Context: an optimization exercise on an open-source flow, tuned for small area. The choices shown serve that exercise and are no tape-out recipe. Function was checked by simulation only, so behaviour that the tests miss may differ from the original. No activity file was given, so power comes from the tool's default toggle rates.

Setup of old:
==> flow/design.v <==
module UART_RX(
    input clk,
    input reset,
    input rx,
    output rxd,           
    output smp,           
    output [2:0] pos,     
    output in_data,       
    output done,          
    output cnt6           
    );
    reg rx_synch1, rx_synch2;
    always @(posedge clk) begin
        rx_synch1 <= rx;
        rx_synch2 <= rx_synch1;
    end
    assign rxd = rx_synch2;
    reg [4:0] counter;
    wire tick = (counter == 5'd26);
    always @(posedge clk)
        if (!reset || tick) counter <= 5'd0;
        else counter <= counter + 5'd1;
    assign cnt6 = (counter == 5'd6);
    localparam DATA8 = 4'd0, IDLE = 4'd1, START = 4'd2, STOP = 4'd3, DONE = 4'd4, DATA0 = 4'd8;
    reg [3:0] state;
    reg [3:0] bt;
    always @(posedge clk) begin
        if (!reset) begin
            state <= IDLE;
        end else begin
            case (state)
                IDLE:  if (!rx_synch2) state <= START;
                START: if (tick && bt == 4'd7) state <= rx_synch2 ? IDLE : DATA0;
                DATA8: if (tick) state <= STOP;
                STOP:  if (tick && bt == 4'd15 && rx_synch2) state <= DONE;
                DONE:  state <= IDLE;
                default: if (state[3] && tick && bt == 4'd15) state <= state + 4'd1;
            endcase
        end
    end
    always @(posedge clk) begin
        if (state == IDLE || (state == START && tick && bt == 4'd7))
            bt <= 4'd0;
        else if (tick)
            bt <= bt + 4'd1;
    end
    assign in_data = state[3];
    assign pos = state[2:0];
    assign smp = state[3] && tick && bt == 4'd15;
    assign done = (state == DONE);
endmodule
module UART_TX(
    input clk,
    input reset,
    input start,
    input [7:0] tap,
    input hit,
    output busy,
    output TX
    );
    reg [3:0] tbc;
    wire enable = (tbc == 4'd9);
    always @(posedge clk)
        if (!reset || enable) tbc <= 4'd0;
        else tbc <= tbc + 4'd1;
    localparam IDLE = 4'd0, PEND = 4'd1, DONE = 4'd2, S0 = 4'd6, S1 = 4'd7;
    reg [3:0] state;
    always @(posedge clk) begin
        if (!reset) state <= IDLE;
        else if (state == IDLE) begin
            if (start) state <= PEND;
        end else if (enable) begin
            case (state)
                PEND: state <= S0;
                DONE: state <= IDLE;
                4'd15: state <= DONE;
                default: state <= state + 4'd1;
            endcase
        end
    end
    reg [7:0] buf_q;
    wire idle = (state == IDLE || state == PEND);
    always @(posedge clk)
        if (idle && hit) buf_q <= tap;
    assign busy = !idle;
    assign TX = state[3] ? buf_q[state[2:0]] : (state != S1);
endmodule
module cmd_parser(
    input clk,
    input reset,
    input rxd,
    input smp,
    input [2:0] pos,
    input in_data,
    input done,
    input cnt6,
    output reg wv,       
    output wen,
    output reg [5:0] addr,
    output reg [7:0] data,
    output start
    );
    localparam CMD_R = 3'd0, CMD_W = 3'd1, ADDR_R = 3'd2, ADDR_W = 3'd3, DATA = 3'd5, RWAIT = 3'd4, RDW = 3'd6;
    reg [2:0] state;
    wire last = smp && pos == 3'd7;
    always @(posedge clk) begin
        if (!reset) begin
            state <= CMD_R;
            wv <= 1'b0;
        end else begin
            case (state)
                CMD_R, CMD_W: if (last) state <= rxd ? ADDR_W : ADDR_R;
                ADDR_W: if (last) state <= DATA;
                ADDR_R: if (last) state <= RWAIT;
                RWAIT: if (done) state <= RDW;
                DATA: if (last) begin state <= CMD_W; wv <= 1'b1; end
                RDW: if (cnt6) state <= CMD_R;
                default: state <= CMD_R;
            endcase
        end
    end
    always @(posedge clk)
        if ((state == ADDR_R || state == ADDR_W) && smp && !(pos[2] && pos[1]))
            addr <= {rxd, addr[5:1]};
    always @(posedge clk)
        if (state == DATA && smp)
            data <= {rxd, data[7:1]};
    assign wen = state == CMD_W || (state == ADDR_W && !in_data);
    assign start = (state == RDW) && cnt6;
endmodule
module register_file(
    input clk,
    input reset,
    input wv,
    input wen,
    input [5:0] addr,
    input [7:0] data,
    output [7:0] tap,
    output hit
    );
    reg [511:0] ring;
    reg [5:0] ptr;
    wire fb = ptr[5] ^ ptr[4] ^ (ptr[4:0] == 5'd0);
    always @(posedge clk) begin
        if (!reset) ptr <= 6'd0;
        else ptr <= {ptr[4:0], fb};
    end
    assign tap = ring[7:0];
    assign hit = (ptr == addr);
    wire [7:0] ins = !wv ? 8'd0 : (wen && hit) ? data : tap;
    always @(posedge clk)
        ring <= {ins, ring[511:8]};
endmodule
module uart_parser_register_TOP(
    input clk,
    input reset,
    input RX,
    output TX,
    output busy
    );
    wire rxd, smp, in_data, done, cnt6;
    wire [2:0] pos;
    UART_RX uart_rx(.clk(clk), .reset(reset), .rx(RX), .rxd(rxd), .smp(smp), .pos(pos),
                    .in_data(in_data), .done(done), .cnt6(cnt6));
    wire wv, wen, start;
    wire [5:0] addr;
    wire [7:0] data;
    cmd_parser parser(.clk(clk), .reset(reset), .rxd(rxd), .smp(smp), .pos(pos),
                      .in_data(in_data), .done(done), .cnt6(cnt6), .wv(wv), .wen(wen),
                      .addr(addr), .data(data), .start(start));
    wire [7:0] tap;
    wire hit;
    register_file reg_file(.clk(clk), .reset(reset), .wv(wv), .wen(wen), .addr(addr), .data(data),
                           .tap(tap), .hit(hit));
    UART_TX uart_tx(.clk(clk), .reset(reset), .start(start), .tap(tap), .hit(hit),
                    .busy(busy), .TX(TX));
endmodule
Settings: LEC_CHECK=0, CAP_MARGIN=20, CORE_MARGIN=2, CORE_UTILIZATION=40, CTS_BUF_LIST=sky130_fd_sc_hd__clkbuf_8, CTS_CLUSTER_DIAMETER=60, CTS_CLUSTER_SIZE=18, PLACE_DENSITY=0.6, SLEW_MARGIN=20; clock period 10.0 ns.
run.sh (not shown) runs the stock make flow with config.mk's settings and CLKGATE_MAP_FILE= SYNTH_SCRIPT=/design/flow/synth_recipe.tcl, a recipe that flattens the netlist after the stock synthesis.
Input-level comparison between new and old:
diff --git a/flow/design.v b/flow/design.v
--- a/flow/design.v
+++ b/flow/design.v
@@ -16,37 +16,39 @@
     end
     assign rxd = rx_synch2;
     reg [4:0] counter;
-    wire tick = (counter == 5'd26);
+    wire fa = !(counter[3] || (counter[2] && counter[1]));
+    wire fb = counter[4] ? fa : !((counter[2] || counter[1]) && fa);
     always @(posedge clk)
-        if (!reset || tick) counter <= 5'd0;
-        else counter <= counter + 5'd1;
-    assign cnt6 = (counter == 5'd6);
-    localparam DATA8 = 4'd0, IDLE = 4'd1, START = 4'd2, STOP = 4'd3, DONE = 4'd4, DATA0 = 4'd8;
+        if (!reset) counter <= 5'b00001;
+        else counter <= {counter[3:0], fb};
+    wire tick = !(counter[3] || counter[2] || counter[1] || counter[0]);
+    assign cnt6 = !(counter[4] || counter[1] || counter[0]);
+    localparam STOP = 4'd0, IDLE = 4'd1, START = 4'd2, DONE = 4'd3, DATA0 = 4'd8;
     reg [3:0] state;
     reg [3:0] bt;
+    wire t15 = tick && bt == 4'd15;
     always @(posedge clk) begin
         if (!reset) begin
             state <= IDLE;
         end else begin
             case (state)
                 IDLE:  if (!rx_synch2) state <= START;
-                START: if (tick && bt == 4'd7) state <= rx_synch2 ? IDLE : DATA0;
-                DATA8: if (tick) state <= STOP;
-                STOP:  if (tick && bt == 4'd15 && rx_synch2) state <= DONE;
+                START: if (t15) state <= rx_synch2 ? IDLE : DATA0;
+                STOP:  if (t15 && rx_synch2) state <= DONE;
                 DONE:  state <= IDLE;
-                default: if (state[3] && tick && bt == 4'd15) state <= state + 4'd1;
+                default: if (t15) state <= state + 4'd1;
             endcase
         end
     end
     always @(posedge clk) begin
-        if (state == IDLE || (state == START && tick && bt == 4'd7))
-            bt <= 4'd0;
+        if (state == IDLE)
+            bt <= 4'd8;
         else if (tick)
             bt <= bt + 4'd1;
     end
     assign in_data = state[3];
     assign pos = state[2:0];
-    assign smp = state[3] && tick && bt == 4'd15;
+    assign smp = state[3] && t15;
     assign done = (state == DONE);
 endmodule
 module UART_TX(
@@ -59,11 +61,11 @@
     output TX
     );
     reg [3:0] tbc;
-    wire enable = (tbc == 4'd9);
+    wire enable = tbc[3] && tbc[0];    
     always @(posedge clk)
         if (!reset || enable) tbc <= 4'd0;
         else tbc <= tbc + 4'd1;
-    localparam IDLE = 4'd0, PEND = 4'd1, DONE = 4'd2, S0 = 4'd6, S1 = 4'd7;
+    localparam IDLE = 4'd2, PEND = 4'd3, DONE = 4'd0, S0 = 4'd6, S1 = 4'd7;
     reg [3:0] state;
     always @(posedge clk) begin
         if (!reset) state <= IDLE;
@@ -72,6 +74,8 @@
         end else if (enable) begin
             case (state)
                 PEND: state <= S0;
+                S0: state <= S1;
+                S1: state <= 4'd8;
                 DONE: state <= IDLE;
                 4'd15: state <= DONE;
                 default: state <= state + 4'd1;
@@ -147,7 +151,9 @@
     end
     assign tap = ring[7:0];
     assign hit = (ptr == addr);
-    wire [7:0] ins = !wv ? 8'd0 : (wen && hit) ? data : tap;
+    wire wr = wv && wen && hit;
+    wire keep = wv && !(wen && hit);
+    wire [7:0] ins = ({8{wr}} & data) | ({8{keep}} & tap);
     always @(posedge clk)
         ring <= {ins, ring[511:8]};
 endmodule
## What came out
new ended with every stage complete and zero timing, DRC or antenna violations. In terms of xor-xnor portion of the synthesized cell area, new and old differ only marginally. The highest cell delay on the worst timing path of new exceeds that of old by 0.06 ns. Between new and old, it is new whose die span in x is lower, by 0.97 µm. Cells: new has fewer instances than old. [compare] base=old new=new: power per standard cell area dropped 2.7 nW/µm²; global-route usage barely changed. new against old: height of the die decreased 0.52%; adder and majority cell fraction of the synthesized area decreased 0.37 points; met1 usage in global routing decreased 0.34 points.

what the ideal ports hide:
Ports are ideal in the flow. The routed layouts listed here were re-timed in OpenROAD. Step 1: set_driving_cell puts a clkbuf_16 on clk and a buf_2 on each other input, an assumption about the parent block. Step 2, shift: input delay + t, output delay - t, t = (earliest + latest rising clock arrival at the registers) / 2. This alone moves slack from input paths to output paths. Three values: ideal, step 1, step 2; two values: the first two.
run | t, ns | setup slack, ns | worst register clock-pin slew, ns
old | 0.587 | 5.684 / 5.643 / 6.229 | 0.11 / 0.11
new | 0.572 | 5.620 / 5.579 / 6.151 | 0.11 / 0.11
After both steps setup and hold are still met in every run listed.
